This is an optimization exercise on Yosys and OpenROAD, whose aim is small area, a short achievable clock period and few clock cycles per item, not a production implementation. Function was not checked in any run shown here: the RTL went through the layout flow alone. No activity file was given, so power comes from the tool's default toggle rates.

==> flow/design.v (outline; a module is shown in full before it is edited, if it fits) <==
// module wallace_multi: 1766 lines
// module mfa: 4 lines
// module mha: 4 lines
// module mbs: 5 lines
// module ma22o: 3 lines
// module mxor: 3 lines
module wallace_multi (
    input clk,
    input rst,
    input [15:0] a,
    input [15:0] b,
    output reg [31:0] p,
    output reg done
);
  // ...
==> flow/flow/run.sh <==
#!/bin/bash
set -euo pipefail
export BUFFER_PORTS_ARGS="-buffer_cell sky130_fd_sc_hd__buf_2"
bash standard.sh finish > orfs_make.log 2>&1
==> flow/standard.sh <==
#!/bin/bash
# synth_recipe.tcl (not shown) runs the flow's synth.tcl, then flattens the netlist and writes it again
# the make line also repeats each setting of config.mk as NAME=value (left out here)
make -C /OpenROAD-flow-scripts/flow DESIGN_CONFIG=/design/flow/config.mk WORK_HOME=/design/flow/orfs CLKGATE_MAP_FILE= SYNTH_SCRIPT=/design/flow/synth_recipe.tcl "${@:-finish}"
==> flow/config.mk <==
export PLATFORM = sky130hd
export DESIGN_NAME = wallace_multi
export DESIGN_NICKNAME = wallace_multi
export VERILOG_FILES = /design/flow/design.v
export SDC_FILE = /design/flow/constraint.sdc
export NUM_CORES = 4
export LEC_CHECK = 0
export CAP_MARGIN = 20
export CORE_MARGIN = 2
export CORE_UTILIZATION = 40
export SETUP_SLACK_MARGIN = 1.6
export SLEW_MARGIN = 20
export SYNTH_HIERARCHICAL = 1
==> flow/constraint.sdc <==
create_clock -name core_clock -period 4.0 [get_ports {clk}]
set_input_delay 0.8000 -clock core_clock [delete_from_list [all_inputs] [get_ports {clk}]]
set_output_delay 0.8000 -clock core_clock [all_outputs]
set_load 0.01 [all_outputs]
==> impl_metrics.env, run 1 <==
export IMPL_grt_use_met3=0.0314
export IMPL_cp_startpoint="b[9]"
export IMPL_hp_class="input pin to async pin"
export IMPL_status="timing/DRC/antenna clean"
export IMPL_power_share_sequential=0.372
export IMPL_wl_met1_um=11600
export IMPL_routed_wl_met2_um=11900
export IMPL_synth_area_um2=11500
export IMPL_dominant_cell_class="multi-input gates"
export IMPL_clock_sinks=240
export IMPL_via_per_inst=5.05
export IMPL_slowest_stage="o21ai_4"
export IMPL_synth_ff_type="dfxtp_1"
export IMPL_critPathArrivalTime_ns=2.72
export IMPL_p_clk_mw=2.46
export IMPL_wire_per_inst_um=18.3
export IMPL_cts_resized=5
export IMPL_drv_slew=0
export IMPL_clock_root_buffer="clkbuf_16"
export IMPL_leakage_nw=5.80
export IMPL_place_hpwl_um=17600
export IMPL_drtAntennaViolNets=0
export IMPL_overflow=0
export IMPL_critical_path_max_stage_delay_ns=0.49
export IMPL_dp_cells=1335
export IMPL_total_power_mw=10.3
export IMPL_min_period_ns=2.31
export IMPL_worstSetupStartpointType="input pin"
export IMPL_grt_max_degree=25
export IMPL_clk_pin_slew_ns=0.06
export IMPL_gp_congestion=0.806
export IMPL_tns_ns=0
export IMPL_grt_pass1_wl_um=40600
export IMPL_htreeDepth=1
export IMPL_rsz0062_at_grt="true"
export IMPL_endpoint="r378$_DFF_P_"
export IMPL_final_nets=1177
export IMPL_swShare=0.346
export IMPL_numCtsBuffers=27
export IMPL_combPwrFrac=0.388
export IMPL_max_freq_mhz=433
==> run 2, diff against run 1 <==
==> flow/design.v (replaced) <==
module wallace_multi (
    input clk,
    input rst,
    input [15:0] a,
    input [15:0] b,
    output reg [31:0] p,
    output reg done
);
    wire c185;
    wire c190;
    wire c192;
    wire c196;
    wire c198;
    wire c202;
    wire c204;
    wire c209;
    wire c212;
    wire c214;
    wire c219;
    wire c221;
    wire c223;
    wire c225;
    wire c230;
    wire c232;
    wire c234;
    wire c239;
    wire c243;
    wire c245;
    wire c247;
    wire c249;
    wire c254;
    wire c257;
    wire c259;
    wire c261;
    wire c263;
    wire c268;
    wire c271;
    wire c273;
    wire c275;
    wire c277;
    wire c282;
    wire c287;
    wire c289;
    wire c291;
    wire c293;
    wire c295;
    wire c300;
    wire c304;
    wire c306;
    wire c308;
    wire c310;
    wire c312;
    wire c314;
    wire c319;
    wire c323;
    wire c325;
    wire c330;
    wire c332;
    wire c334;
    wire c339;
    wire c344;
    wire c347;
    wire c349;
    wire c353;
    wire c355;
    wire c357;
    wire c359;
    wire c364;
    wire c368;
    wire c370;
    wire c375;
    wire c377;
    wire c379;
    wire c381;
    wire c386;
    wire c391;
    wire c393;
    wire c398;
    wire c400;
    wire c402;
    wire c404;
    wire c409;
    wire c414;
    wire c416;
    wire c418;
    wire c420;
    wire c422;
    wire c424;
    wire c429;
    wire c434;
    wire c436;
    wire c438;
    wire c440;
    wire c442;
    wire c447;
    wire c452;
    wire c454;
    wire c456;
    wire c458;
    wire c460;
    wire c462;
    wire c467;
    wire c470;
    wire c472;
    wire c474;
    wire c476;
    wire c481;
    wire c485;
    wire c487;
    wire c489;
    wire c491;
    wire c496;
    wire c500;
    wire c502;
    wire c504;
    wire c506;
    wire c511;
    wire c513;
    wire c515;
    wire c517;
    wire c522;
    wire c525;
    wire c527;
    wire c532;
    wire c535;
    wire c537;
    wire c539;
    wire c543;
    wire c545;
    wire c550;
    wire c552;
    wire c557;
    wire c559;
    wire c561;
    wire n1;
    wire n2;
    wire n3;
    wire n4;
    wire n5;
    wire n6;
    wire n7;
    wire n8;
    wire n9;
    wire n10;
    wire n11;
    wire n12;
    wire n13;
    wire n14;
    wire n15;
    wire n16;
    wire n17;
    wire n18;
    wire n19;
    wire n20;
    wire n21;
    wire n22;
    wire n23;
    wire n24;
    wire n25;
    wire n26;
    wire n27;
    wire n28;
    wire n29;
    wire n30;
    wire n31;
    wire n32;
    wire n33;
    wire n34;
    wire n35;
    wire n36;
    wire n37;
    wire n38;
    wire n39;
    wire n40;
    wire n41;
    wire n42;
    wire n43;
    wire n44;
    wire n45;
    wire n46;
    wire n47;
    wire n48;
    wire n49;
    wire n50;
    wire n51;
    wire n52;
    wire n53;
    wire n54;
    wire n55;
    wire n56;
    wire n57;
    wire n58;
    wire n59;
    wire n60;
    wire n61;
    wire n62;
    wire n63;
    wire n64;
    wire n65;
    wire n66;
    wire n67;
    wire n68;
    wire n69;
    wire n70;
    wire n71;
    wire n72;
    wire n73;
    wire n74;
    wire n75;
    wire n76;
    wire n77;
    wire n78;
    wire n79;
    wire n80;
    wire n81;
    wire n82;
    wire n83;
    wire n84;
    wire n85;
    wire n86;
    wire n87;
    wire n88;
    wire n89;
    wire n90;
    wire n91;
    wire n92;
    wire n93;
    wire n94;
    wire n95;
    wire n96;
    wire n97;
    wire n98;
    wire n99;
    wire n100;
    wire n101;
    wire n102;
    wire n103;
    wire n104;
    wire n105;
    wire n106;
    wire n107;
    wire n108;
    wire n109;
    wire n110;
    wire n111;
    wire n112;
    wire n113;
    wire n114;
    wire n115;
    wire n116;
    wire n117;
    wire n118;
    wire n119;
    wire n120;
    wire n121;
    wire n122;
    wire n123;
    wire n124;
    wire n125;
    wire n126;
    wire n127;
    wire n128;
    wire n129;
    wire n130;
    wire n131;
    wire n132;
    wire n133;
    wire n134;
    wire n135;
    wire n136;
    wire n137;
    wire n138;
    wire n139;
    wire n140;
    wire n141;
    wire n142;
    wire n143;
    wire n144;
    wire n145;
    wire n146;
    wire n147;
    wire n148;
    wire n149;
    wire n150;
    wire n151;
    wire n152;
    wire n153;
    wire n154;
    wire n155;
    wire n156;
    wire n157;
    wire n158;
    wire n159;
    wire n160;
    wire n161;
    wire n162;
    wire n163;
    wire n164;
    wire n165;
    wire n166;
    wire n167;
    wire n168;
    wire n169;
    wire n170;
    wire n171;
    wire n172;
    wire n173;
    wire n174;
    wire n175;
    wire n176;
    wire n177;
    wire n178;
    wire n179;
    wire n180;
    wire n181;
    wire n182;
    wire n183;
    wire n562;
    wire n563;
    wire n564;
    wire n567;
    wire n568;
    wire n569;
    wire n570;
    wire n571;
    wire n572;
    wire n573;
    wire n574;
    wire n575;
    wire n576;
    wire n577;
    wire n580;
    wire n581;
    wire n582;
    wire n583;
    wire n586;
    wire n587;
    wire n588;
    wire n589;
    wire n590;
    wire n591;
    wire n592;
    wire n593;
    wire n595;
    wire n596;
    wire n599;
    wire n600;
    wire n603;
    wire n604;
    wire n607;
    wire n608;
    wire n611;
    wire n612;
    wire n615;
    wire n616;
    wire n617;
    wire n620;
    wire n621;
    wire n622;
    wire n623;
    wire n624;
    wire n625;
    wire n626;
    wire n627;
    wire n628;
    wire n629;
    wire n630;
    wire n632;
    wire n633;
    wire n636;
    wire n637;
    wire n638;
    wire n639;
    wire n641;
    wire n642;
    wire n643;
    wire n644;
    wire n645;
    wire n646;
    wire n647;
    wire n648;
    wire n650;
    wire n652;
    wire n654;
    wire n655;
    wire n656;
    wire n657;
    wire n658;
    wire n659;
    wire n660;
    wire n661;
    wire n662;
    wire n663;
    wire n667;
    wire n668;
    wire n669;
    wire n670;
    wire n671;
    wire n672;
    wire n673;
    wire n674;
    wire n676;
    wire n678;
    wire n679;
    wire n680;
    wire n682;
    wire n684;
    wire n685;
    wire n686;
    wire n687;
    wire n688;
    wire n689;
    wire n690;
    wire n693;
    wire n694;
    wire n695;
    wire n698;
    wire n702;
    wire n704;
    wire n705;
    wire n706;
    wire n707;
    wire n708;
    wire n710;
    wire n711;
    wire n715;
    wire n717;
    wire n721;
    wire n723;
    wire n724;
    wire n725;
    wire n726;
    wire n727;
    wire n728;
    wire n729;
    wire n732;
    wire n733;
    wire n736;
    wire n737;
    wire n738;
    wire n739;
    wire n740;
    wire n741;
    wire n742;
    wire n743;
    wire n746;
    wire n747;
    wire n750;
    wire n751;
    wire n754;
    wire n755;
    wire n759;
    wire n760;
    wire n761;
    wire n762;
    wire n763;
    wire n764;
    wire n765;
    wire n766;
    wire n769;
    wire n770;
    wire n771;
    wire n772;
    wire n773;
    wire n774;
    wire n775;
    wire n776;
    wire n779;
    wire n780;
    wire n783;
    wire n784;
    wire n787;
    wire n788;
    wire n791;
    wire n792;
    wire n795;
    wire n796;
    wire n801;
    wire n802;
    wire n807;
    wire n808;
    wire n813;
    wire n814;
    wire n815;
    wire n816;
    wire n817;
    wire n818;
    wire n819;
    wire n820;
    wire n823;
    wire n824;
    wire n826;
    wire n827;
    wire n828;
    wire n829;
    wire n830;
    wire n831;
    wire n834;
    wire n835;
    wire n837;
    wire n838;
    wire n840;
    wire n841;
    wire n843;
    wire n844;
    wire n846;
    wire n847;
    wire n849;
    wire n850;
    wire n853;
    wire n854;
    wire n857;
    wire n858;
    wire n861;
    reg r186;
    reg r187;
    reg r188;
    reg r193;
    reg r194;
    reg r199;
    reg r200;
    reg r205;
    reg r206;
    reg r207;
    reg r210;
    reg r215;
    reg r216;
    reg r217;
    reg r226;
    reg r227;
    reg r228;
    reg r235;
    reg r236;
    reg r237;
    reg r240;
    reg r241;
    reg r250;
    reg r251;
    reg r252;
    reg r255;
    reg r264;
    reg r265;
    reg r266;
    reg r269;
    reg r278;
    reg r279;
    reg r280;
    reg r283;
    reg r284;
    reg r285;
    reg r296;
    reg r297;
    reg r298;
    reg r301;
    reg r302;
    reg r315;
    reg r316;
    reg r317;
    reg r320;
    reg r321;
    reg r326;
    reg r327;
    reg r328;
    reg r335;
    reg r336;
    reg r337;
    reg r340;
    reg r341;
    reg r342;
    reg r345;
    reg r350;
    reg r351;
    reg r360;
    reg r361;
    reg r362;
    reg r365;
    reg r366;
    reg r371;
    reg r372;
    reg r373;
    reg r382;
    reg r383;
    reg r384;
    reg r387;
    reg r388;
    reg r389;
    reg r394;
    reg r395;
    reg r396;
    reg r405;
    reg r406;
    reg r407;
    reg r410;
    reg r411;
    reg r412;
    reg r425;
    reg r426;
    reg r427;
    reg r430;
    reg r431;
    reg r432;
    reg r443;
    reg r444;
    reg r445;
    reg r448;
    reg r449;
    reg r450;
    reg r463;
    reg r464;
    reg r465;
    reg r468;
    reg r477;
    reg r478;
    reg r479;
    reg r482;
    reg r483;
    reg r492;
    reg r493;
    reg r494;
    reg r497;
    reg r498;
    reg r507;
    reg r508;
    reg r509;
    reg r518;
    reg r519;
    reg r520;
    reg r523;
    reg r528;
    reg r529;
    reg r530;
    reg r533;
    reg r540;
    reg r541;
    reg r546;
    reg r547;
    reg r548;
    reg r553;
    reg r554;
    reg r555;
    reg r565;
    reg r566;
    reg r578;
    reg r579;
    reg r584;
    reg r585;
    reg r594;
    reg r597;
    reg r598;
    reg r601;
    reg r602;
    reg r605;
    reg r606;
    reg r609;
    reg r610;
    reg r613;
    reg r614;
    reg r618;
    reg r619;
    reg r631;
    reg r634;
    reg r635;
    reg r640;
    reg r649;
    reg r651;
    reg r653;
    reg r664;
    reg r665;
    reg r666;
    reg r675;
    reg r677;
    reg r681;
    reg r683;
    reg r691;
    reg r692;
    reg r696;
    reg r697;
    reg r699;
    reg r700;
    reg r701;
    reg r703;
    reg r709;
    reg r712;
    reg r713;
    reg r714;
    reg r716;
    reg r718;
    reg r719;
    reg r720;
    reg r722;
    reg r730;
    reg r731;
    reg r734;
    reg r735;
    reg r744;
    reg r745;
    reg r748;
    reg r749;
    reg r752;
    reg r753;
    reg r756;
    reg r757;
    reg r758;
    reg r767;
    reg r768;
    reg r777;
    reg r778;
    reg r781;
    reg r782;
    reg r785;
    reg r786;
    reg r789;
    reg r790;
    reg r793;
    reg r794;
    reg r797;
    reg r798;
    reg r799;
    reg r800;
    reg r803;
    reg r804;
    reg r805;
    reg r806;
    reg r809;
    reg r810;
    reg r811;
    reg r812;
    reg r821;
    reg r822;
    reg r825;
    reg r832;
    reg r833;
    reg r836;
    reg r839;
    reg r842;
    reg r845;
    reg r848;
    reg r851;
    reg r852;
    reg r855;
    reg r856;
    reg r859;
    reg r860;
    reg r862;
    reg r863;
    reg r864;
    reg r865;
    reg r866;
    reg r867;
    reg r868;
    reg r869;
    reg r870;
    reg r871;
    reg r872;
    reg r873;
    reg r874;
    reg r875;
    reg r876;
    reg r877;
    reg r878;
    reg r879;
    reg r880;
    reg r881;
    reg r882;
    reg r883;
    reg r884;
    reg r885;
    wire s184;
    wire s189;
    wire s191;
    wire s195;
    wire s197;
    wire s201;
    wire s203;
    wire s208;
    wire s211;
    wire s213;
    wire s218;
    wire s220;
    wire s222;
    wire s224;
    wire s229;
    wire s231;
    wire s233;
    wire s238;
    wire s242;
    wire s244;
    wire s246;
    wire s248;
    wire s253;
    wire s256;
    wire s258;
    wire s260;
    wire s262;
    wire s267;
    wire s270;
    wire s272;
    wire s274;
    wire s276;
    wire s281;
    wire s286;
    wire s288;
    wire s290;
    wire s292;
    wire s294;
    wire s299;
    wire s303;
    wire s305;
    wire s307;
    wire s309;
    wire s311;
    wire s313;
    wire s318;
    wire s322;
    wire s324;
    wire s329;
    wire s331;
    wire s333;
    wire s338;
    wire s343;
    wire s346;
    wire s348;
    wire s352;
    wire s354;
    wire s356;
    wire s358;
    wire s363;
    wire s367;
    wire s369;
    wire s374;
    wire s376;
    wire s378;
    wire s380;
    wire s385;
    wire s390;
    wire s392;
    wire s397;
    wire s399;
    wire s401;
    wire s403;
    wire s408;
    wire s413;
    wire s415;
    wire s417;
    wire s419;
    wire s421;
    wire s423;
    wire s428;
    wire s433;
    wire s435;
    wire s437;
    wire s439;
    wire s441;
    wire s446;
    wire s451;
    wire s453;
    wire s455;
    wire s457;
    wire s459;
    wire s461;
    wire s466;
    wire s469;
    wire s471;
    wire s473;
    wire s475;
    wire s480;
    wire s484;
    wire s486;
    wire s488;
    wire s490;
    wire s495;
    wire s499;
    wire s501;
    wire s503;
    wire s505;
    wire s510;
    wire s512;
    wire s514;
    wire s516;
    wire s521;
    wire s524;
    wire s526;
    wire s531;
    wire s534;
    wire s536;
    wire s538;
    wire s542;
    wire s544;
    wire s549;
    wire s551;
    wire s556;
    wire s558;
    wire s560;
    assign n1 = b[1] & ~b[0];
    assign n2 = b[2] ^ b[1];
    assign n3 = (b[3] & ~b[2] & ~b[1]) | (~b[3] & b[2] & b[1]);
    assign n4 = b[4] ^ b[3];
    assign n5 = (b[5] & ~b[4] & ~b[3]) | (~b[5] & b[4] & b[3]);
    assign n6 = b[6] ^ b[5];
    assign n7 = (b[7] & ~b[6] & ~b[5]) | (~b[7] & b[6] & b[5]);
    assign n8 = b[8] ^ b[7];
    assign n9 = (b[9] & ~b[8] & ~b[7]) | (~b[9] & b[8] & b[7]);
    assign n10 = b[10] ^ b[9];
    assign n11 = (b[11] & ~b[10] & ~b[9]) | (~b[11] & b[10] & b[9]);
    assign n12 = b[12] ^ b[11];
    assign n13 = (b[13] & ~b[12] & ~b[11]) | (~b[13] & b[12] & b[11]);
    assign n14 = b[14] ^ b[13];
    assign n15 = (b[15] & ~b[14] & ~b[13]) | (~b[15] & b[14] & b[13]);
    assign n16 = (b[0] & a[0]) ^ b[1];
    mbs un17 (.one(b[0]), .a1(a[1]), .two(n1), .a0(a[0]), .neg(b[1]), .x(n17));
    mbs un18 (.one(b[0]), .a1(a[2]), .two(n1), .a0(a[1]), .neg(b[1]), .x(n18));
    mbs un19 (.one(b[0]), .a1(a[3]), .two(n1), .a0(a[2]), .neg(b[1]), .x(n19));
    mbs un20 (.one(b[0]), .a1(a[4]), .two(n1), .a0(a[3]), .neg(b[1]), .x(n20));
    mbs un21 (.one(b[0]), .a1(a[5]), .two(n1), .a0(a[4]), .neg(b[1]), .x(n21));
    mbs un22 (.one(b[0]), .a1(a[6]), .two(n1), .a0(a[5]), .neg(b[1]), .x(n22));
    mbs un23 (.one(b[0]), .a1(a[7]), .two(n1), .a0(a[6]), .neg(b[1]), .x(n23));
    mbs un24 (.one(b[0]), .a1(a[8]), .two(n1), .a0(a[7]), .neg(b[1]), .x(n24));
    mbs un25 (.one(b[0]), .a1(a[9]), .two(n1), .a0(a[8]), .neg(b[1]), .x(n25));
    mbs un26 (.one(b[0]), .a1(a[10]), .two(n1), .a0(a[9]), .neg(b[1]), .x(n26));
    mbs un27 (.one(b[0]), .a1(a[11]), .two(n1), .a0(a[10]), .neg(b[1]), .x(n27));
    mbs un28 (.one(b[0]), .a1(a[12]), .two(n1), .a0(a[11]), .neg(b[1]), .x(n28));
    mbs un29 (.one(b[0]), .a1(a[13]), .two(n1), .a0(a[12]), .neg(b[1]), .x(n29));
    mbs un30 (.one(b[0]), .a1(a[14]), .two(n1), .a0(a[13]), .neg(b[1]), .x(n30));
    mbs un31 (.one(b[0]), .a1(a[15]), .two(n1), .a0(a[14]), .neg(b[1]), .x(n31));
    assign n32 = (n1 & a[15]) ^ b[1];
    assign n33 = ~b[1];
    assign n34 = (n2 & a[0]) ^ b[3];
    mbs un35 (.one(n2), .a1(a[1]), .two(n3), .a0(a[0]), .neg(b[3]), .x(n35));
    mbs un36 (.one(n2), .a1(a[2]), .two(n3), .a0(a[1]), .neg(b[3]), .x(n36));
    mbs un37 (.one(n2), .a1(a[3]), .two(n3), .a0(a[2]), .neg(b[3]), .x(n37));
    mbs un38 (.one(n2), .a1(a[4]), .two(n3), .a0(a[3]), .neg(b[3]), .x(n38));
    mbs un39 (.one(n2), .a1(a[5]), .two(n3), .a0(a[4]), .neg(b[3]), .x(n39));
    mbs un40 (.one(n2), .a1(a[6]), .two(n3), .a0(a[5]), .neg(b[3]), .x(n40));
    mbs un41 (.one(n2), .a1(a[7]), .two(n3), .a0(a[6]), .neg(b[3]), .x(n41));
    mbs un42 (.one(n2), .a1(a[8]), .two(n3), .a0(a[7]), .neg(b[3]), .x(n42));
    mbs un43 (.one(n2), .a1(a[9]), .two(n3), .a0(a[8]), .neg(b[3]), .x(n43));
    mbs un44 (.one(n2), .a1(a[10]), .two(n3), .a0(a[9]), .neg(b[3]), .x(n44));
    mbs un45 (.one(n2), .a1(a[11]), .two(n3), .a0(a[10]), .neg(b[3]), .x(n45));
    mbs un46 (.one(n2), .a1(a[12]), .two(n3), .a0(a[11]), .neg(b[3]), .x(n46));
    mbs un47 (.one(n2), .a1(a[13]), .two(n3), .a0(a[12]), .neg(b[3]), .x(n47));
    mbs un48 (.one(n2), .a1(a[14]), .two(n3), .a0(a[13]), .neg(b[3]), .x(n48));
    mbs un49 (.one(n2), .a1(a[15]), .two(n3), .a0(a[14]), .neg(b[3]), .x(n49));
    assign n50 = (n3 & a[15]) ^ b[3];
    assign n51 = ~b[3];
    assign n52 = (n4 & a[0]) ^ b[5];
    mbs un53 (.one(n4), .a1(a[1]), .two(n5), .a0(a[0]), .neg(b[5]), .x(n53));
    mbs un54 (.one(n4), .a1(a[2]), .two(n5), .a0(a[1]), .neg(b[5]), .x(n54));
    mbs un55 (.one(n4), .a1(a[3]), .two(n5), .a0(a[2]), .neg(b[5]), .x(n55));
    mbs un56 (.one(n4), .a1(a[4]), .two(n5), .a0(a[3]), .neg(b[5]), .x(n56));
    mbs un57 (.one(n4), .a1(a[5]), .two(n5), .a0(a[4]), .neg(b[5]), .x(n57));
    mbs un58 (.one(n4), .a1(a[6]), .two(n5), .a0(a[5]), .neg(b[5]), .x(n58));
    mbs un59 (.one(n4), .a1(a[7]), .two(n5), .a0(a[6]), .neg(b[5]), .x(n59));
    mbs un60 (.one(n4), .a1(a[8]), .two(n5), .a0(a[7]), .neg(b[5]), .x(n60));
    mbs un61 (.one(n4), .a1(a[9]), .two(n5), .a0(a[8]), .neg(b[5]), .x(n61));
    mbs un62 (.one(n4), .a1(a[10]), .two(n5), .a0(a[9]), .neg(b[5]), .x(n62));
    mbs un63 (.one(n4), .a1(a[11]), .two(n5), .a0(a[10]), .neg(b[5]), .x(n63));
    mbs un64 (.one(n4), .a1(a[12]), .two(n5), .a0(a[11]), .neg(b[5]), .x(n64));
    mbs un65 (.one(n4), .a1(a[13]), .two(n5), .a0(a[12]), .neg(b[5]), .x(n65));
    mbs un66 (.one(n4), .a1(a[14]), .two(n5), .a0(a[13]), .neg(b[5]), .x(n66));
    mbs un67 (.one(n4), .a1(a[15]), .two(n5), .a0(a[14]), .neg(b[5]), .x(n67));
    assign n68 = (n5 & a[15]) ^ b[5];
    assign n69 = ~b[5];
    assign n70 = (n6 & a[0]) ^ b[7];
    mbs un71 (.one(n6), .a1(a[1]), .two(n7), .a0(a[0]), .neg(b[7]), .x(n71));
    mbs un72 (.one(n6), .a1(a[2]), .two(n7), .a0(a[1]), .neg(b[7]), .x(n72));
    mbs un73 (.one(n6), .a1(a[3]), .two(n7), .a0(a[2]), .neg(b[7]), .x(n73));
    mbs un74 (.one(n6), .a1(a[4]), .two(n7), .a0(a[3]), .neg(b[7]), .x(n74));
    mbs un75 (.one(n6), .a1(a[5]), .two(n7), .a0(a[4]), .neg(b[7]), .x(n75));
    mbs un76 (.one(n6), .a1(a[6]), .two(n7), .a0(a[5]), .neg(b[7]), .x(n76));
    mbs un77 (.one(n6), .a1(a[7]), .two(n7), .a0(a[6]), .neg(b[7]), .x(n77));
    mbs un78 (.one(n6), .a1(a[8]), .two(n7), .a0(a[7]), .neg(b[7]), .x(n78));
    mbs un79 (.one(n6), .a1(a[9]), .two(n7), .a0(a[8]), .neg(b[7]), .x(n79));
    mbs un80 (.one(n6), .a1(a[10]), .two(n7), .a0(a[9]), .neg(b[7]), .x(n80));
    mbs un81 (.one(n6), .a1(a[11]), .two(n7), .a0(a[10]), .neg(b[7]), .x(n81));
    mbs un82 (.one(n6), .a1(a[12]), .two(n7), .a0(a[11]), .neg(b[7]), .x(n82));
    mbs un83 (.one(n6), .a1(a[13]), .two(n7), .a0(a[12]), .neg(b[7]), .x(n83));
    mbs un84 (.one(n6), .a1(a[14]), .two(n7), .a0(a[13]), .neg(b[7]), .x(n84));
    mbs un85 (.one(n6), .a1(a[15]), .two(n7), .a0(a[14]), .neg(b[7]), .x(n85));
    assign n86 = (n7 & a[15]) ^ b[7];
    assign n87 = ~b[7];
    assign n88 = (n8 & a[0]) ^ b[9];
    mbs un89 (.one(n8), .a1(a[1]), .two(n9), .a0(a[0]), .neg(b[9]), .x(n89));
    mbs un90 (.one(n8), .a1(a[2]), .two(n9), .a0(a[1]), .neg(b[9]), .x(n90));
    mbs un91 (.one(n8), .a1(a[3]), .two(n9), .a0(a[2]), .neg(b[9]), .x(n91));
    mbs un92 (.one(n8), .a1(a[4]), .two(n9), .a0(a[3]), .neg(b[9]), .x(n92));
    mbs un93 (.one(n8), .a1(a[5]), .two(n9), .a0(a[4]), .neg(b[9]), .x(n93));
    mbs un94 (.one(n8), .a1(a[6]), .two(n9), .a0(a[5]), .neg(b[9]), .x(n94));
    mbs un95 (.one(n8), .a1(a[7]), .two(n9), .a0(a[6]), .neg(b[9]), .x(n95));
    mbs un96 (.one(n8), .a1(a[8]), .two(n9), .a0(a[7]), .neg(b[9]), .x(n96));
    mbs un97 (.one(n8), .a1(a[9]), .two(n9), .a0(a[8]), .neg(b[9]), .x(n97));
    mbs un98 (.one(n8), .a1(a[10]), .two(n9), .a0(a[9]), .neg(b[9]), .x(n98));
    mbs un99 (.one(n8), .a1(a[11]), .two(n9), .a0(a[10]), .neg(b[9]), .x(n99));
    mbs un100 (.one(n8), .a1(a[12]), .two(n9), .a0(a[11]), .neg(b[9]), .x(n100));
    mbs un101 (.one(n8), .a1(a[13]), .two(n9), .a0(a[12]), .neg(b[9]), .x(n101));
    mbs un102 (.one(n8), .a1(a[14]), .two(n9), .a0(a[13]), .neg(b[9]), .x(n102));
    mbs un103 (.one(n8), .a1(a[15]), .two(n9), .a0(a[14]), .neg(b[9]), .x(n103));
    assign n104 = (n9 & a[15]) ^ b[9];
    assign n105 = ~b[9];
    assign n106 = (n10 & a[0]) ^ b[11];
    mbs un107 (.one(n10), .a1(a[1]), .two(n11), .a0(a[0]), .neg(b[11]), .x(n107));
    mbs un108 (.one(n10), .a1(a[2]), .two(n11), .a0(a[1]), .neg(b[11]), .x(n108));
    mbs un109 (.one(n10), .a1(a[3]), .two(n11), .a0(a[2]), .neg(b[11]), .x(n109));
    mbs un110 (.one(n10), .a1(a[4]), .two(n11), .a0(a[3]), .neg(b[11]), .x(n110));
    mbs un111 (.one(n10), .a1(a[5]), .two(n11), .a0(a[4]), .neg(b[11]), .x(n111));
    mbs un112 (.one(n10), .a1(a[6]), .two(n11), .a0(a[5]), .neg(b[11]), .x(n112));
    mbs un113 (.one(n10), .a1(a[7]), .two(n11), .a0(a[6]), .neg(b[11]), .x(n113));
    mbs un114 (.one(n10), .a1(a[8]), .two(n11), .a0(a[7]), .neg(b[11]), .x(n114));
    mbs un115 (.one(n10), .a1(a[9]), .two(n11), .a0(a[8]), .neg(b[11]), .x(n115));
    mbs un116 (.one(n10), .a1(a[10]), .two(n11), .a0(a[9]), .neg(b[11]), .x(n116));
    mbs un117 (.one(n10), .a1(a[11]), .two(n11), .a0(a[10]), .neg(b[11]), .x(n117));
    mbs un118 (.one(n10), .a1(a[12]), .two(n11), .a0(a[11]), .neg(b[11]), .x(n118));
    mbs un119 (.one(n10), .a1(a[13]), .two(n11), .a0(a[12]), .neg(b[11]), .x(n119));
    mbs un120 (.one(n10), .a1(a[14]), .two(n11), .a0(a[13]), .neg(b[11]), .x(n120));
    mbs un121 (.one(n10), .a1(a[15]), .two(n11), .a0(a[14]), .neg(b[11]), .x(n121));
    assign n122 = (n11 & a[15]) ^ b[11];
    assign n123 = ~b[11];
    assign n124 = (n12 & a[0]) ^ b[13];
    mbs un125 (.one(n12), .a1(a[1]), .two(n13), .a0(a[0]), .neg(b[13]), .x(n125));
    mbs un126 (.one(n12), .a1(a[2]), .two(n13), .a0(a[1]), .neg(b[13]), .x(n126));
    mbs un127 (.one(n12), .a1(a[3]), .two(n13), .a0(a[2]), .neg(b[13]), .x(n127));
    mbs un128 (.one(n12), .a1(a[4]), .two(n13), .a0(a[3]), .neg(b[13]), .x(n128));
    mbs un129 (.one(n12), .a1(a[5]), .two(n13), .a0(a[4]), .neg(b[13]), .x(n129));
    mbs un130 (.one(n12), .a1(a[6]), .two(n13), .a0(a[5]), .neg(b[13]), .x(n130));
    mbs un131 (.one(n12), .a1(a[7]), .two(n13), .a0(a[6]), .neg(b[13]), .x(n131));
    mbs un132 (.one(n12), .a1(a[8]), .two(n13), .a0(a[7]), .neg(b[13]), .x(n132));
    mbs un133 (.one(n12), .a1(a[9]), .two(n13), .a0(a[8]), .neg(b[13]), .x(n133));
    mbs un134 (.one(n12), .a1(a[10]), .two(n13), .a0(a[9]), .neg(b[13]), .x(n134));
    mbs un135 (.one(n12), .a1(a[11]), .two(n13), .a0(a[10]), .neg(b[13]), .x(n135));
    mbs un136 (.one(n12), .a1(a[12]), .two(n13), .a0(a[11]), .neg(b[13]), .x(n136));
    mbs un137 (.one(n12), .a1(a[13]), .two(n13), .a0(a[12]), .neg(b[13]), .x(n137));
    mbs un138 (.one(n12), .a1(a[14]), .two(n13), .a0(a[13]), .neg(b[13]), .x(n138));
    mbs un139 (.one(n12), .a1(a[15]), .two(n13), .a0(a[14]), .neg(b[13]), .x(n139));
    assign n140 = (n13 & a[15]) ^ b[13];
    assign n141 = ~b[13];
    assign n142 = (n14 & a[0]) ^ b[15];
    mbs un143 (.one(n14), .a1(a[1]), .two(n15), .a0(a[0]), .neg(b[15]), .x(n143));
    mbs un144 (.one(n14), .a1(a[2]), .two(n15), .a0(a[1]), .neg(b[15]), .x(n144));
    mbs un145 (.one(n14), .a1(a[3]), .two(n15), .a0(a[2]), .neg(b[15]), .x(n145));
    mbs un146 (.one(n14), .a1(a[4]), .two(n15), .a0(a[3]), .neg(b[15]), .x(n146));
    mbs un147 (.one(n14), .a1(a[5]), .two(n15), .a0(a[4]), .neg(b[15]), .x(n147));
    mbs un148 (.one(n14), .a1(a[6]), .two(n15), .a0(a[5]), .neg(b[15]), .x(n148));
    mbs un149 (.one(n14), .a1(a[7]), .two(n15), .a0(a[6]), .neg(b[15]), .x(n149));
    mbs un150 (.one(n14), .a1(a[8]), .two(n15), .a0(a[7]), .neg(b[15]), .x(n150));
    mbs un151 (.one(n14), .a1(a[9]), .two(n15), .a0(a[8]), .neg(b[15]), .x(n151));
    mbs un152 (.one(n14), .a1(a[10]), .two(n15), .a0(a[9]), .neg(b[15]), .x(n152));
    mbs un153 (.one(n14), .a1(a[11]), .two(n15), .a0(a[10]), .neg(b[15]), .x(n153));
    mbs un154 (.one(n14), .a1(a[12]), .two(n15), .a0(a[11]), .neg(b[15]), .x(n154));
    mbs un155 (.one(n14), .a1(a[13]), .two(n15), .a0(a[12]), .neg(b[15]), .x(n155));
    mbs un156 (.one(n14), .a1(a[14]), .two(n15), .a0(a[13]), .neg(b[15]), .x(n156));
    mbs un157 (.one(n14), .a1(a[15]), .two(n15), .a0(a[14]), .neg(b[15]), .x(n157));
    assign n158 = (n15 & a[15]) ^ b[15];
    assign n159 = ~b[15];
    assign n160 = b[15] & a[0];
    assign n161 = b[15] & a[1];
    assign n162 = b[15] & a[2];
    assign n163 = b[15] & a[3];
    assign n164 = b[15] & a[4];
    assign n165 = b[15] & a[5];
    assign n166 = b[15] & a[6];
    assign n167 = b[15] & a[7];
    assign n168 = b[15] & a[8];
    assign n169 = b[15] & a[9];
    assign n170 = b[15] & a[10];
    assign n171 = b[15] & a[11];
    assign n172 = b[15] & a[12];
    assign n173 = b[15] & a[13];
    assign n174 = b[15] & a[14];
    assign n175 = b[15] & a[15];
    assign n176 = ~n161;
    assign n177 = ~n161;
    assign n178 = ~n164;
    assign n179 = ~n166;
    assign n180 = ~n168;
    assign n181 = ~n170;
    assign n182 = ~n172;
    assign n183 = ~n174;
    mha us184 (.a(b[3]), .b(n18), .s(s184), .co(c185));
    mfa us191 (.a(b[5]), .b(n20), .c(n36), .s(s191), .co(c192));
    mfa us197 (.a(n21), .b(n37), .c(n53), .s(s197), .co(c198));
    mfa us203 (.a(b[7]), .b(n22), .c(n38), .s(s203), .co(c204));
    mfa us213 (.a(n23), .b(n39), .c(n55), .s(s213), .co(c214));
    mfa us222 (.a(b[9]), .b(n24), .c(n40), .s(s222), .co(c223));
    mfa us224 (.a(n56), .b(n72), .c(n88), .s(s224), .co(c225));
    mfa us233 (.a(n25), .b(n41), .c(n57), .s(s233), .co(c234));
    mfa us246 (.a(b[11]), .b(n26), .c(n42), .s(s246), .co(c247));
    mfa us248 (.a(n58), .b(n74), .c(n90), .s(s248), .co(c249));
    mfa us260 (.a(n27), .b(n43), .c(n59), .s(s260), .co(c261));
    mfa us262 (.a(n75), .b(n91), .c(n107), .s(s262), .co(c263));
    mfa us274 (.a(b[13]), .b(n28), .c(n44), .s(s274), .co(c275));
    mfa us276 (.a(n60), .b(n76), .c(n92), .s(s276), .co(c277));
    mfa us292 (.a(n29), .b(n45), .c(n61), .s(s292), .co(c293));
    mfa us294 (.a(n77), .b(n93), .c(n109), .s(s294), .co(c295));
    mfa us309 (.a(b[15]), .b(n30), .c(n46), .s(s309), .co(c310));
    mfa us311 (.a(n62), .b(n78), .c(n94), .s(s311), .co(c312));
    mfa us313 (.a(n110), .b(n126), .c(n142), .s(s313), .co(c314));
    mfa us331 (.a(n31), .b(n47), .c(n63), .s(s331), .co(c332));
    mfa us333 (.a(n79), .b(n95), .c(n111), .s(s333), .co(c334));
    mfa us354 (.a(n160), .b(n32), .c(n48), .s(s354), .co(c355));
    mfa us356 (.a(n64), .b(n80), .c(n96), .s(s356), .co(c357));
    mfa us358 (.a(n112), .b(n128), .c(n144), .s(s358), .co(c359));
    mfa us376 (.a(n33), .b(n176), .c(n49), .s(s376), .co(c377));
    mfa us378 (.a(n65), .b(n81), .c(n97), .s(s378), .co(c379));
    mfa us380 (.a(n113), .b(n129), .c(n145), .s(s380), .co(c381));
    mfa us399 (.a(n162), .b(n177), .c(n50), .s(s399), .co(c400));
    mfa us401 (.a(n66), .b(n82), .c(n98), .s(s401), .co(c402));
    mfa us403 (.a(n114), .b(n130), .c(n146), .s(s403), .co(c404));
    mfa us419 (.a(n51), .b(n163), .c(n161), .s(s419), .co(c420));
    mfa us421 (.a(s419), .b(n67), .c(n83), .s(s421), .co(c422));
    mfa us423 (.a(n99), .b(n115), .c(n131), .s(s423), .co(c424));
    mfa us439 (.a(n178), .b(c420), .c(n68), .s(s439), .co(c440));
    mfa us441 (.a(n84), .b(n100), .c(n116), .s(s441), .co(c442));
    mfa us457 (.a(n69), .b(n165), .c(n164), .s(s457), .co(c458));
    mfa us459 (.a(s457), .b(n85), .c(n101), .s(s459), .co(c460));
    mfa us461 (.a(n117), .b(n133), .c(n149), .s(s461), .co(c462));
    mfa us473 (.a(n179), .b(c458), .c(n86), .s(s473), .co(c474));
    mfa us475 (.a(n102), .b(n118), .c(n134), .s(s475), .co(c476));
    mfa us488 (.a(n87), .b(n167), .c(n166), .s(s488), .co(c489));
    mfa us490 (.a(s488), .b(n103), .c(n119), .s(s490), .co(c491));
    mfa us503 (.a(n180), .b(c489), .c(n104), .s(s503), .co(c504));
    mfa us505 (.a(n120), .b(n136), .c(n152), .s(s505), .co(c506));
    mfa us514 (.a(n105), .b(n169), .c(n168), .s(s514), .co(c515));
    mfa us516 (.a(s514), .b(n121), .c(n137), .s(s516), .co(c517));
    mfa us526 (.a(n181), .b(c515), .c(n122), .s(s526), .co(c527));
    mfa us536 (.a(n123), .b(n171), .c(n170), .s(s536), .co(c537));
    mfa us538 (.a(s536), .b(n139), .c(n155), .s(s538), .co(c539));
    mfa us544 (.a(n182), .b(c537), .c(n140), .s(s544), .co(c545));
    mfa us551 (.a(n141), .b(n173), .c(n172), .s(s551), .co(c552));
    mfa us558 (.a(n183), .b(c552), .c(n158), .s(s558), .co(c559));
    mfa us560 (.a(n159), .b(n175), .c(n174), .s(s560), .co(c561));
    assign n562 = n16 & b[1];
    assign n563 = n16 ^ b[1];
    assign n564 = n34 & s184;
    assign n638 = n17 & n562;
    assign n639 = n17 & n563;
    assign n815 = n17 ^ n562;
    always @(posedge clk) begin
        r186 <= n19;
        r187 <= n35;
        r188 <= c185;
        r193 <= n52;
        r194 <= s191;
        r199 <= c192;
        r200 <= s197;
        r205 <= n54;
        r206 <= n70;
        r207 <= c198;
        r210 <= s203;
        r215 <= n71;
        r216 <= c204;
        r217 <= s213;
        r226 <= c214;
        r227 <= s222;
        r228 <= s224;
        r235 <= n73;
        r236 <= n89;
        r237 <= c223;
        r240 <= c225;
        r241 <= s233;
        r250 <= n106;
        r251 <= c234;
        r252 <= s246;
        r255 <= s248;
        r264 <= c247;
        r265 <= c249;
        r266 <= s260;
        r269 <= s262;
        r278 <= n108;
        r279 <= n124;
        r280 <= c261;
        r283 <= c263;
        r284 <= s274;
        r285 <= s276;
        r296 <= n125;
        r297 <= c275;
        r298 <= c277;
        r301 <= s292;
        r302 <= s294;
        r315 <= c293;
        r316 <= c295;
        r317 <= s309;
        r320 <= s311;
        r321 <= s313;
        r335 <= n127;
        r336 <= n143;
        r337 <= c310;
        r340 <= c312;
        r341 <= c314;
        r342 <= s331;
        r345 <= s333;
        r360 <= c332;
        r361 <= c334;
        r362 <= s354;
        r365 <= s356;
        r366 <= s358;
        r382 <= c355;
        r383 <= c357;
        r384 <= c359;
        r387 <= s376;
        r388 <= s378;
        r389 <= s380;
        r405 <= c377;
        r406 <= c379;
        r407 <= c381;
        r410 <= s399;
        r411 <= s401;
        r412 <= s403;
        r425 <= n147;
        r426 <= c400;
        r427 <= c402;
        r430 <= c404;
        r431 <= s421;
        r432 <= s423;
        r443 <= n132;
        r444 <= n148;
        r445 <= c422;
        r448 <= c424;
        r449 <= s439;
        r450 <= s441;
        r463 <= c440;
        r464 <= c442;
        r465 <= s459;
        r468 <= s461;
        r477 <= n150;
        r478 <= c460;
        r479 <= c462;
        r482 <= s473;
        r483 <= s475;
        r492 <= n135;
        r493 <= n151;
        r494 <= c474;
        r497 <= c476;
        r498 <= s490;
        r507 <= c491;
        r508 <= s503;
        r509 <= s505;
        r518 <= n153;
        r519 <= c504;
        r520 <= c506;
        r523 <= s516;
        r528 <= n138;
        r529 <= n154;
        r530 <= c517;
        r533 <= s526;
        r540 <= c527;
        r541 <= s538;
        r546 <= n156;
        r547 <= c539;
        r548 <= s544;
        r553 <= s551;
        r554 <= n157;
        r555 <= c545;
        r565 <= n34;
        r566 <= s184;
        r631 <= s558;
        r634 <= c559;
        r635 <= s560;
        r640 <= n564;
        r675 <= n638;
        r677 <= n639;
        r862 <= n563;
        r865 <= n815;
    end
    mfa us189 (.a(r186), .b(r187), .c(r188), .s(s189), .co(c190));
    mha us195 (.a(r193), .b(r194), .s(s195), .co(c196));
    mha us201 (.a(r199), .b(r200), .s(s201), .co(c202));
    mfa us208 (.a(r205), .b(r206), .c(r207), .s(s208), .co(c209));
    mha us211 (.a(r210), .b(c202), .s(s211), .co(c212));
    mfa us218 (.a(r215), .b(r216), .c(r217), .s(s218), .co(c219));
    mfa us220 (.a(c209), .b(s218), .c(c212), .s(s220), .co(c221));
    mfa us229 (.a(r226), .b(r227), .c(r228), .s(s229), .co(c230));
    mha us231 (.a(c219), .b(s229), .s(s231), .co(c232));
    mfa us238 (.a(r235), .b(r236), .c(r237), .s(s238), .co(c239));
    mfa us242 (.a(r240), .b(r241), .c(c230), .s(s242), .co(c243));
    mha us244 (.a(s238), .b(c232), .s(s244), .co(c245));
    mfa us253 (.a(r250), .b(r251), .c(r252), .s(s253), .co(c254));
    mfa us256 (.a(r255), .b(c239), .c(s253), .s(s256), .co(c257));
    mfa us258 (.a(c243), .b(s256), .c(c245), .s(s258), .co(c259));
    mfa us267 (.a(r264), .b(r265), .c(r266), .s(s267), .co(c268));
    mfa us270 (.a(r269), .b(c254), .c(s267), .s(s270), .co(c271));
    mha us272 (.a(c257), .b(s270), .s(s272), .co(c273));
    mfa us281 (.a(r278), .b(r279), .c(r280), .s(s281), .co(c282));
    mfa us286 (.a(r283), .b(r284), .c(r285), .s(s286), .co(c287));
    mfa us288 (.a(c268), .b(s281), .c(s286), .s(s288), .co(c289));
    mha us290 (.a(c271), .b(s288), .s(s290), .co(c291));
    mfa us299 (.a(r296), .b(r297), .c(r298), .s(s299), .co(c300));
    mfa us303 (.a(r301), .b(r302), .c(c282), .s(s303), .co(c304));
    mfa us305 (.a(c287), .b(s299), .c(c289), .s(s305), .co(c306));
    mha us307 (.a(s303), .b(c291), .s(s307), .co(c308));
    mfa us318 (.a(r315), .b(r316), .c(r317), .s(s318), .co(c319));
    mfa us322 (.a(r320), .b(r321), .c(c300), .s(s322), .co(c323));
    mfa us324 (.a(s318), .b(c304), .c(s322), .s(s324), .co(c325));
    mfa us338 (.a(r335), .b(r336), .c(r337), .s(s338), .co(c339));
    mfa us343 (.a(r340), .b(r341), .c(r342), .s(s343), .co(c344));
    mfa us346 (.a(r345), .b(c319), .c(s338), .s(s346), .co(c347));
    mfa us348 (.a(s343), .b(c323), .c(s346), .s(s348), .co(c349));
    mfa us363 (.a(r360), .b(r361), .c(r362), .s(s363), .co(c364));
    mfa us367 (.a(r365), .b(r366), .c(c339), .s(s367), .co(c368));
    mfa us369 (.a(c344), .b(s363), .c(c347), .s(s369), .co(c370));
    mfa us385 (.a(r382), .b(r383), .c(r384), .s(s385), .co(c386));
    mfa us390 (.a(r387), .b(r388), .c(r389), .s(s390), .co(c391));
    mfa us392 (.a(c364), .b(s385), .c(s390), .s(s392), .co(c393));
    mfa us408 (.a(r405), .b(r406), .c(r407), .s(s408), .co(c409));
    mfa us413 (.a(r410), .b(r411), .c(r412), .s(s413), .co(c414));
    mfa us415 (.a(c386), .b(c391), .c(s408), .s(s415), .co(c416));
    mfa us417 (.a(s413), .b(c393), .c(s415), .s(s417), .co(c418));
    mfa us428 (.a(r425), .b(r426), .c(r427), .s(s428), .co(c429));
    mfa us433 (.a(r430), .b(r431), .c(r432), .s(s433), .co(c434));
    mfa us435 (.a(c409), .b(c414), .c(s428), .s(s435), .co(c436));
    mfa us437 (.a(s433), .b(c416), .c(s435), .s(s437), .co(c438));
    mfa us446 (.a(r443), .b(r444), .c(r445), .s(s446), .co(c447));
    mfa us451 (.a(r448), .b(r449), .c(r450), .s(s451), .co(c452));
    mfa us453 (.a(c429), .b(c434), .c(s446), .s(s453), .co(c454));
    mfa us455 (.a(s451), .b(c436), .c(s453), .s(s455), .co(c456));
    mfa us466 (.a(r463), .b(r464), .c(r465), .s(s466), .co(c467));
    mfa us469 (.a(r468), .b(c447), .c(c452), .s(s469), .co(c470));
    mfa us471 (.a(s466), .b(c454), .c(s469), .s(s471), .co(c472));
    mfa us480 (.a(r477), .b(r478), .c(r479), .s(s480), .co(c481));
    mfa us484 (.a(r482), .b(r483), .c(c467), .s(s484), .co(c485));
    mfa us486 (.a(s480), .b(c470), .c(s484), .s(s486), .co(c487));
    mfa us495 (.a(r492), .b(r493), .c(r494), .s(s495), .co(c496));
    mfa us499 (.a(r497), .b(r498), .c(c481), .s(s499), .co(c500));
    mfa us501 (.a(s495), .b(c485), .c(s499), .s(s501), .co(c502));
    mfa us510 (.a(r507), .b(r508), .c(r509), .s(s510), .co(c511));
    mfa us512 (.a(c496), .b(s510), .c(c500), .s(s512), .co(c513));
    mfa us521 (.a(r518), .b(r519), .c(r520), .s(s521), .co(c522));
    mfa us524 (.a(r523), .b(c511), .c(s521), .s(s524), .co(c525));
    mfa us531 (.a(r528), .b(r529), .c(r530), .s(s531), .co(c532));
    mfa us534 (.a(r533), .b(c522), .c(s531), .s(s534), .co(c535));
    mfa us542 (.a(r540), .b(r541), .c(c532), .s(s542), .co(c543));
    mfa us549 (.a(r546), .b(r547), .c(r548), .s(s549), .co(c550));
    mfa us556 (.a(r553), .b(r554), .c(r555), .s(s556), .co(c557));
    assign n567 = r565 ^ r566;
    assign n568 = c190 & s195;
    assign n569 = c190 ^ s195;
    assign n570 = c196 & s201;
    assign n571 = c196 ^ s201;
    assign n572 = s208 & s211;
    assign n573 = s208 ^ s211;
    assign n574 = c221 & s231;
    assign n575 = c221 ^ s231;
    assign n576 = s242 & s244;
    assign n577 = s242 ^ s244;
    assign n582 = c273 & s290;
    assign n583 = c273 ^ s290;
    assign n617 = c502 & s512;
    assign n621 = c513 & s524;
    assign n622 = c513 ^ s524;
    assign n623 = c525 & s534;
    assign n624 = c525 ^ s534;
    assign n625 = c535 & s542;
    assign n626 = c535 ^ s542;
    assign n627 = c543 & s549;
    assign n628 = c543 ^ s549;
    assign n629 = c550 & s556;
    assign n630 = c550 ^ s556;
    assign n632 = c557 & r631;
    assign n633 = c557 ^ r631;
    assign n636 = r634 & r635;
    assign n637 = r634 ^ r635;
    assign n641 = s189 & r640;
    assign n642 = s189 & n567;
    assign n643 = n570 | (n571 & n568);
    assign n644 = n571 & n569;
    assign n645 = s220 & n572;
    assign n646 = s220 & n573;
    assign n647 = n576 | (n577 & n574);
    assign n648 = n577 & n575;
    assign n669 = n625 | (n626 & n623);
    assign n670 = n626 & n624;
    assign n671 = n629 | (n630 & n627);
    assign n672 = n630 & n628;
    assign n673 = n636 | (n637 & n632);
    assign n674 = n637 & n633;
    assign n676 = n641 | (n642 & r675);
    assign n678 = n642 & r677;
    assign n679 = n645 | (n646 & n643);
    assign n680 = n646 & n644;
    assign n695 = n673 | (n674 & n671);
    assign n738 = n643 | (n644 & n676);
    assign n739 = n644 & n678;
    assign n761 = r640 | (n567 & r675);
    assign n762 = n567 & r677;
    assign n763 = n568 | (n569 & n676);
    assign n764 = n569 & n678;
    assign n765 = n572 | (n573 & n738);
    assign n766 = n573 & n739;
    assign n816 = n567 ^ r675;
    assign n817 = s189 ^ n761;
    assign n818 = n569 ^ n676;
    assign n819 = n571 ^ n763;
    assign n820 = n573 ^ n738;
    always @(posedge clk) begin
        r326 <= c306;
        r327 <= s324;
        r328 <= c308;
        r350 <= c325;
        r351 <= s348;
        r371 <= s367;
        r372 <= c349;
        r373 <= s369;
        r394 <= c368;
        r395 <= s392;
        r396 <= c370;
        r578 <= c259;
        r579 <= s272;
        r584 <= s305;
        r585 <= s307;
        r594 <= s417;
        r597 <= c418;
        r598 <= s437;
        r601 <= c438;
        r602 <= s455;
        r605 <= c456;
        r606 <= s471;
        r609 <= c472;
        r610 <= s486;
        r613 <= c487;
        r614 <= s501;
        r618 <= c502;
        r619 <= s512;
        r649 <= s258;
        r651 <= n582;
        r653 <= n583;
        r664 <= n621;
        r665 <= n622;
        r666 <= n617;
        r681 <= n647;
        r683 <= n648;
        r691 <= n669;
        r692 <= n670;
        r696 <= n674;
        r697 <= n672;
        r699 <= n679;
        r700 <= n680;
        r701 <= n676;
        r703 <= n678;
        r709 <= n695;
        r756 <= n671;
        r767 <= n574;
        r768 <= n575;
        r797 <= n623;
        r799 <= n624;
        r803 <= n627;
        r805 <= n628;
        r809 <= n632;
        r811 <= n633;
        r821 <= s220;
        r822 <= n765;
        r825 <= n577;
        r851 <= n626;
        r855 <= n630;
        r859 <= n637;
        r863 <= r862;
        r866 <= r865;
        r868 <= n816;
        r870 <= n817;
        r872 <= n818;
        r874 <= n819;
        r876 <= n820;
    end
    mfa us329 (.a(r326), .b(r327), .c(r328), .s(s329), .co(c330));
    mha us352 (.a(r350), .b(r351), .s(s352), .co(c353));
    mfa us374 (.a(r371), .b(r372), .c(r373), .s(s374), .co(c375));
    mfa us397 (.a(r394), .b(r395), .c(r396), .s(s397), .co(c398));
    assign n580 = r578 & r579;
    assign n581 = r578 ^ r579;
    assign n586 = r584 & r585;
    assign n587 = r584 ^ r585;
    assign n588 = c330 & s352;
    assign n589 = c330 ^ s352;
    assign n590 = c353 & s374;
    assign n591 = c353 ^ s374;
    assign n592 = c375 & s397;
    assign n593 = c375 ^ s397;
    assign n595 = c398 & r594;
    assign n596 = c398 ^ r594;
    assign n599 = r597 & r598;
    assign n600 = r597 ^ r598;
    assign n603 = r601 & r602;
    assign n604 = r601 ^ r602;
    assign n607 = r605 & r606;
    assign n608 = r605 ^ r606;
    assign n611 = r609 & r610;
    assign n612 = r609 ^ r610;
    assign n615 = r613 & r614;
    assign n616 = r613 ^ r614;
    assign n620 = r618 ^ r619;
    assign n650 = n581 & r649;
    assign n652 = n586 | (n587 & r651);
    assign n654 = n587 & r653;
    assign n655 = n589 & s329;
    assign n656 = n592 | (n593 & n590);
    assign n657 = n593 & n591;
    assign n658 = n599 | (n600 & n595);
    assign n659 = n600 & n596;
    assign n660 = n607 | (n608 & n603);
    assign n661 = n608 & n604;
    assign n662 = n615 | (n616 & n611);
    assign n663 = n616 & n612;
    assign n667 = r664 | (r665 & r666);
    assign n668 = r665 & n620;
    assign n682 = n580 | (n650 & r681);
    assign n684 = n650 & r683;
    assign n685 = n588 | (n655 & n652);
    assign n686 = n655 & n654;
    assign n687 = n658 | (n659 & n656);
    assign n688 = n659 & n657;
    assign n689 = n662 | (n663 & n660);
    assign n690 = n663 & n661;
    assign n693 = r691 | (r692 & n667);
    assign n694 = r692 & n668;
    assign n698 = r696 & r697;
    assign n702 = r699 | (r700 & r701);
    assign n704 = r700 & r703;
    assign n705 = n685 | (n686 & n682);
    assign n706 = n686 & n684;
    assign n707 = n689 | (n690 & n687);
    assign n708 = n690 & n688;
    assign n710 = r709 | (n698 & n693);
    assign n711 = n698 & n694;
    assign n728 = n682 | (n684 & n702);
    assign n729 = n684 & n704;
    assign n740 = r681 | (r683 & n702);
    assign n741 = r683 & n704;
    assign n742 = n652 | (n654 & n728);
    assign n743 = n654 & n729;
    assign n769 = r767 | (r768 & n702);
    assign n770 = r768 & n704;
    assign n771 = r649 & n740;
    assign n772 = r649 & n741;
    assign n773 = r651 | (r653 & n728);
    assign n774 = r653 & n729;
    assign n775 = s329 & n742;
    assign n776 = s329 & n743;
    assign n823 = r821 ^ r822;
    assign n824 = r768 ^ n702;
    assign n826 = r825 ^ n769;
    assign n827 = r649 ^ n740;
    assign n828 = n581 ^ n771;
    assign n829 = r653 ^ n728;
    assign n830 = n587 ^ n773;
    assign n831 = s329 ^ n742;
    always @(posedge clk) begin
        r712 <= n705;
        r713 <= n706;
        r714 <= n702;
        r716 <= n704;
        r718 <= n710;
        r719 <= n711;
        r720 <= n707;
        r722 <= n708;
        r730 <= n687;
        r731 <= n688;
        r734 <= n693;
        r735 <= n694;
        r744 <= n656;
        r745 <= n657;
        r748 <= n660;
        r749 <= n661;
        r752 <= n667;
        r753 <= n668;
        r757 <= r756;
        r758 <= r697;
        r777 <= n590;
        r778 <= n591;
        r781 <= n595;
        r782 <= n596;
        r785 <= n603;
        r786 <= n604;
        r789 <= n611;
        r790 <= n612;
        r793 <= r666;
        r794 <= n620;
        r798 <= r797;
        r800 <= r799;
        r804 <= r803;
        r806 <= r805;
        r810 <= r809;
        r812 <= r811;
        r832 <= n589;
        r833 <= n775;
        r836 <= n593;
        r839 <= n600;
        r842 <= n608;
        r845 <= n616;
        r848 <= r665;
        r852 <= r851;
        r856 <= r855;
        r860 <= r859;
        r864 <= r863;
        r867 <= r866;
        r869 <= r868;
        r871 <= r870;
        r873 <= r872;
        r875 <= r874;
        r877 <= r876;
        r878 <= n823;
        r879 <= n824;
        r880 <= n826;
        r881 <= n827;
        r882 <= n828;
        r883 <= n829;
        r884 <= n830;
        r885 <= n831;
    end
    assign n715 = r712 | (r713 & r714);
    assign n717 = r713 & r716;
    assign n721 = r718 | (r719 & r720);
    assign n723 = r719 & r722;
    assign n724 = n721 | (n723 & n715);
    assign n725 = n723 & n717;
    assign n726 = r720 | (r722 & n715);
    assign n727 = r722 & n717;
    assign n732 = r730 | (r731 & n715);
    assign n733 = r731 & n717;
    assign n736 = r734 | (r735 & n726);
    assign n737 = r735 & n727;
    assign n746 = r744 | (r745 & n715);
    assign n747 = r745 & n717;
    assign n750 = r748 | (r749 & n732);
    assign n751 = r749 & n733;
    assign n754 = r752 | (r753 & n726);
    assign n755 = r753 & n727;
    assign n759 = r757 | (r758 & n736);
    assign n760 = r758 & n737;
    assign n779 = r777 | (r778 & n715);
    assign n780 = r778 & n717;
    assign n783 = r781 | (r782 & n746);
    assign n784 = r782 & n747;
    assign n787 = r785 | (r786 & n732);
    assign n788 = r786 & n733;
    assign n791 = r789 | (r790 & n750);
    assign n792 = r790 & n751;
    assign n795 = r793 | (r794 & n726);
    assign n796 = r794 & n727;
    assign n801 = r798 | (r800 & n754);
    assign n802 = r800 & n755;
    assign n807 = r804 | (r806 & n736);
    assign n808 = r806 & n737;
    assign n813 = r810 | (r812 & n759);
    assign n814 = r812 & n760;
    assign n834 = r832 ^ r833;
    assign n835 = r778 ^ n715;
    assign n837 = r836 ^ n779;
    assign n838 = r782 ^ n746;
    assign n840 = r839 ^ n783;
    assign n841 = r786 ^ n732;
    assign n843 = r842 ^ n787;
    assign n844 = r790 ^ n750;
    assign n846 = r845 ^ n791;
    assign n847 = r794 ^ n726;
    assign n849 = r848 ^ n795;
    assign n850 = r800 ^ n754;
    assign n853 = r852 ^ n801;
    assign n854 = r806 ^ n736;
    assign n857 = r856 ^ n807;
    assign n858 = r812 ^ n759;
    assign n861 = r860 ^ n813;
    always @(posedge clk) p <= {n861, n858, n857, n854, n853, n850, n849, n847, n846, n844, n843, n841, n840, n838, n837, n835, n834, r885, r884, r883, r882, r881, r880, r879, r878, r877, r875, r873, r871, r869, r867, r864};
    reg [2:0] v;
    always @(posedge clk or negedge rst) begin
        if (!rst) begin
            v <= 3'b0;
            done <= 1'b0;
        end else begin
            v <= {v[1:0], 1'b1};
            done <= v[2];
        end
    end
endmodule
module mfa (input a, input b, input c, output s, output co);
    assign s = a ^ b ^ c;
    assign co = (a & b) | (a & c) | (b & c);
endmodule
module mha (input a, input b, output s, output co);
    assign s = a ^ b;
    assign co = a & b;
endmodule
module mbs (input one, input a1, input two, input a0, input neg, output x);
    wire m;
    ma22o u0 (.a(one), .b(a1), .c(two), .d(a0), .y(m));
    mxor u1 (.a(m), .b(neg), .y(x));
endmodule
module ma22o (input a, input b, input c, input d, output y);
    assign y = (a & b) | (c & d);
endmodule
module mxor (input a, input b, output y);
    assign y = a ^ b;
endmodule
==> flow/config.mk (replaced) <==
export PLATFORM = sky130hd
export DESIGN_NAME = wallace_multi
export DESIGN_NICKNAME = wallace_multi
export VERILOG_FILES = /design/flow/design.v
export SDC_FILE = /design/flow/constraint.sdc
export NUM_CORES = 4
export LEC_CHECK = 0
export CAP_MARGIN = 20
export CORE_MARGIN = 2
export CORE_UTILIZATION = 40
export CTS_BUF_LIST = sky130_fd_sc_hd__clkbuf_8
export CTS_CLUSTER_DIAMETER = 80
export CTS_CLUSTER_SIZE = 16
export SETUP_SLACK_MARGIN = 2.0
export SLEW_MARGIN = 20
export SYNTH_HIERARCHICAL = 1
==> run 2 against run 1 <==
Net effect: still clean on timing, DRC and antenna; power decreased by 11%; die area increased by 3.7%; combinational power decreased by 15%; critical path depth decreased by 2; via count decreased by 0.60%; critical endpoint is now r653$_DFF_P_; largest cell class unchanged.
==> impl_metrics.env, run 2 <==
export IMPL_status="timing/DRC/antenna clean"
export IMPL_min_period_ns=2.08
export IMPL_drcViolationCount=0
export IMPL_path_class="flip-flop to flip-flop"
export IMPL_synth_top_area_cell="dfxtp_1"
export IMPL_drv_slew=0
export IMPL_grt_use_met3=0.0357
export IMPL_gp_congestion=0.807
export IMPL_final_common_cell="dfxtp_1"
export IMPL_synth_top_area_frac=0.466
export IMPL_worstSetupStartpointType="flip-flop"
export IMPL_top_usage_layer="met2"
export IMPL_drt_wl_total_um=25800
export IMPL_tns_ns=0
export IMPL_netlist_instances=891
export IMPL_synth_area_mux_share=0
export IMPL_grt_max_degree=27
export IMPL_required_ns=4.43
export IMPL_ys_seq_elements=282
export IMPL_synth_area_um2=11900
export IMPL_diodes=0
export IMPL_critical_path_max_stage_delay_ns=0.60
export IMPL_core_um2=29500
export IMPL_cp_max_fo=1
export IMPL_synth_warnings=7
export IMPL_largest_register="p"
export IMPL_via_per_inst=4.96
export IMPL_track_usage=0.171
export IMPL_syn_area_per_cell_um2=13.4
export IMPL_vias=6970
export IMPL_maxCapViolCount=0
export IMPL_area_growth_pct=17.0
export IMPL_drt_iter0_markers=444
export IMPL_dieHeight_um=177
export IMPL_max_freq_mhz=481
export IMPL_endpoint_kind="flip-flop"
export IMPL_critPathArrivalTime_ns=2.51
export IMPL_peakVddDrop_mv=0.324
export IMPL_setup_viol=0
export IMPL_cp_num_buf_inv=0
export IMPL_die_w_um=177
export IMPL_htreeDepth=1
export IMPL_overflow=0
export IMPL_synth_edf_count=0
export IMPL_yosys_top_cells_area="dfxtp_1 47%, fa_1 20%, xor2_1 9.8%, a22o_1 8.9%, ha_1 5.0%"
export IMPL_timing_hold_violations_final=0
export IMPL_synth_compound_area_frac=0.118
export IMPL_leakage_nw=6.05
export IMPL_grt_met2_usage=0.272
export IMPL_synth_ff_type="dfxtp_1"
export IMPL_synth_common_cells="278 x dfxtp_1, 133 x xor2_1, 121 x a22o_1"
export IMPL_skew_ns=0.0299
export IMPL_yosysSeqAreaShare=0.475
export IMPL_start_util=0.405
export IMPL_antenna_found_initial=0
export IMPL_place_hpwl_um=17500
export IMPL_yosys_area_share_simple=0.0354
export IMPL_rows=63
export IMPL_synth_top_family_by_area="adder cells"
export IMPL_clock_latency_ns=0.56
export IMPL_first_pass_iters=5
export IMPL_wire_per_inst_um=18.4
export IMPL_dieArea_um2=31200
export IMPL_clk_pin_slew_ns=0.12
export IMPL_portBuffers=66
export IMPL_met1_usage=0.238
export IMPL_syn_num_nets=1091
export IMPL_power_density_nw_per_um2=654
export IMPL_grt_pass1_wl_um=41400
export IMPL_clock_root_buffer="clkbuf_8"
export IMPL_drive_gt1_frac=0.207
export IMPL_cts_tree="built"
export IMPL_total_power_mw=9.14
export IMPL_largest_reg_flops=32
export IMPL_yosysUniqueCellTypes=35
export IMPL_clock_sinks=282
export IMPL_ioPinCount=67
export IMPL_crit_family="adder cells"
export IMPL_hp_class="flip-flop to flip-flop"
export IMPL_yosys_cell_count_top_type="dfxtp_1"
export IMPL_path_cells="fa_1, fa_1, ha_1, ha_1"
export IMPL_cts_max_path_buffers=3
export IMPL_slowest_stage="fa_1"
export IMPL_final_cell_mix="273 x dfxtp_1, 126 x xor2_1, 120 x a22o_1"
export IMPL_top_regs="p: 32 flops, v: 3 flops"
export IMPL_rsz0062_at_grt="true"
export IMPL_period_share=0.520
export IMPL_numCtsBuffers=21
export IMPL_final_nets=1215
export IMPL_async_reset_ff_frac=0.0142
export IMPL_drtAntennaViolNets=0
export IMPL_synth_xor_area_share=0.112
export IMPL_grt_pass1_vias=7258
export IMPL_synthAdderAreaFrac=0.248
-- run 2: what timing repair did --
action                     4_1_cts  5_1_grt
setup buffers                   26       10
hold endpoints to repair         4        0
resized for setup               19       15
setup endpoints to repair       76       31
pin swaps                       18        9
hold buffers                     1        0
-- run 2: cells by family (layout without fill, tap and decap cells) --
kind of cell / after synthesis / in the layout
buffers and inverters: 31 / 155
AO/OA/AOI/OAI: 175 / 175
adder cells (fa/ha/maj): 166 / 166
other: 1 / 1
flip-flops: 282 / 282
XOR/XNOR: 152 / 152
AND/OR/NAND/NOR: 84 / 84
-- run 2: final timing paths --
check	from	end	slack, ns	cells past startpoint
setup / recovery	r264$_DFF_P_	r653$_DFF_P_	1.92	4
hold reg to reg	r871$_DFF_P_	p[3]$_DFF_P_	0.31	0
min in group asynchronous	rst	v[1]$_DFF_PN0_	0.57	2
hold / removal	r871$_DFF_P_	p[3]$_DFF_P_	0.31	0
setup reg to reg	r264$_DFF_P_	r653$_DFF_P_	1.92	4
max in group asynchronous	rst	v[0]$_DFF_PN0_	3.31	2
-- run 2: cell type report --
type,instances,area (um2)
Clock buffer,21,289
Clock inverter,2,12.5
Fill cell,2725,15500
Inverter,21,100
Multi-Input combinational cell,578,6540
Sequential cell,282,5670
Tap cell,390,488
Timing Repair Buffer,111,858
-- run 2: stage by stage --
| step | setup slack (ns) | util | cells | hold WS [ns] | instance area [um2] |
|---|---|---|---|---|---|
| after CTS | 1.91 | 0.468 | 1395 | 0.322 | 13800 |
| final | 1.92 | 0.474 | 1405 | 0.313 | 14000 |
| after global placement | 0.944 | 0.446 | 1345 | 0.310 | 13100 |
| after floorplan | 1.75 | - | 891 | 0.310 | 12400 |
| after global routing | 1.89 | 0.474 | 1405 | 0.316 | 14000 |
| after detailed placement | 0.910 | 0.446 | 1345 | 0.312 | 13100 |
-- run 2: metal layers --
layer  part of all wire  vias up
li1                   -     3268
met1               0.46     3474
met2               0.46      187
met3              0.063       41
met4              0.021        0
met5                  0        -
-- run 2: modules after synthesis (local to each module, per instance), excerpt --
module / flip-flops and latches / area (um2) / copies in the design / cells inside
ma22o: 0 / 8.76 / 120 / 1
wallace_multi: 282 / 7390 / 1 / 525
mfa: 0 / 20.0 / 116 / 1
mxor: 0 / 8.76 / 120 / 1
mha: 0 / 12.5 / 10 / 1
-- run 2: where the power goes --
group / internal [mW] / leakage, nW / switching, mW / total, mW
logic: 1.64 / 3.50 / 1.76 / 3.40
clock network: 0.479 / 0.160 / 0.871 / 1.35
registers: 3.98 / 2.39 / 0.412 / 4.39

## separate check: timing with driven ports
In the flow no input, the clock included, has a driving cell. The finished layouts below were timed again as built, in two steps. Step 1 sets driving cells, clkbuf_16 on the clock port and buf_2 on the other inputs (assumed; they add their load-dependent delay and slew). Step 2 moves the port delays by t, midway between the first and last clock arrival at a register: inputs arrive t later, outputs are due t later. That takes back most of the time a late clock gives input paths. Three values: ideal ports, drivers, drivers and shift; two values: the first two.
run | t, ns | slack for setup (ns) | hold slack, ns | worst setup path at the end | pins driven straight from the clock port
run 1 | 0.581 | 1.692 / 1.714 / 1.133 | 0.053 / 0.022 / 0.326 | input to register | 1
run 2 | 0.589 | 1.919 / 1.919 / 1.448 | 0.313 / 0.313 / 0.313 | input to register | 1
After both steps setup and hold are still met in every run listed. The setup slack of run 1, which loses most, moves by +0.022 ns with the drivers and by -0.559 ns with both steps.
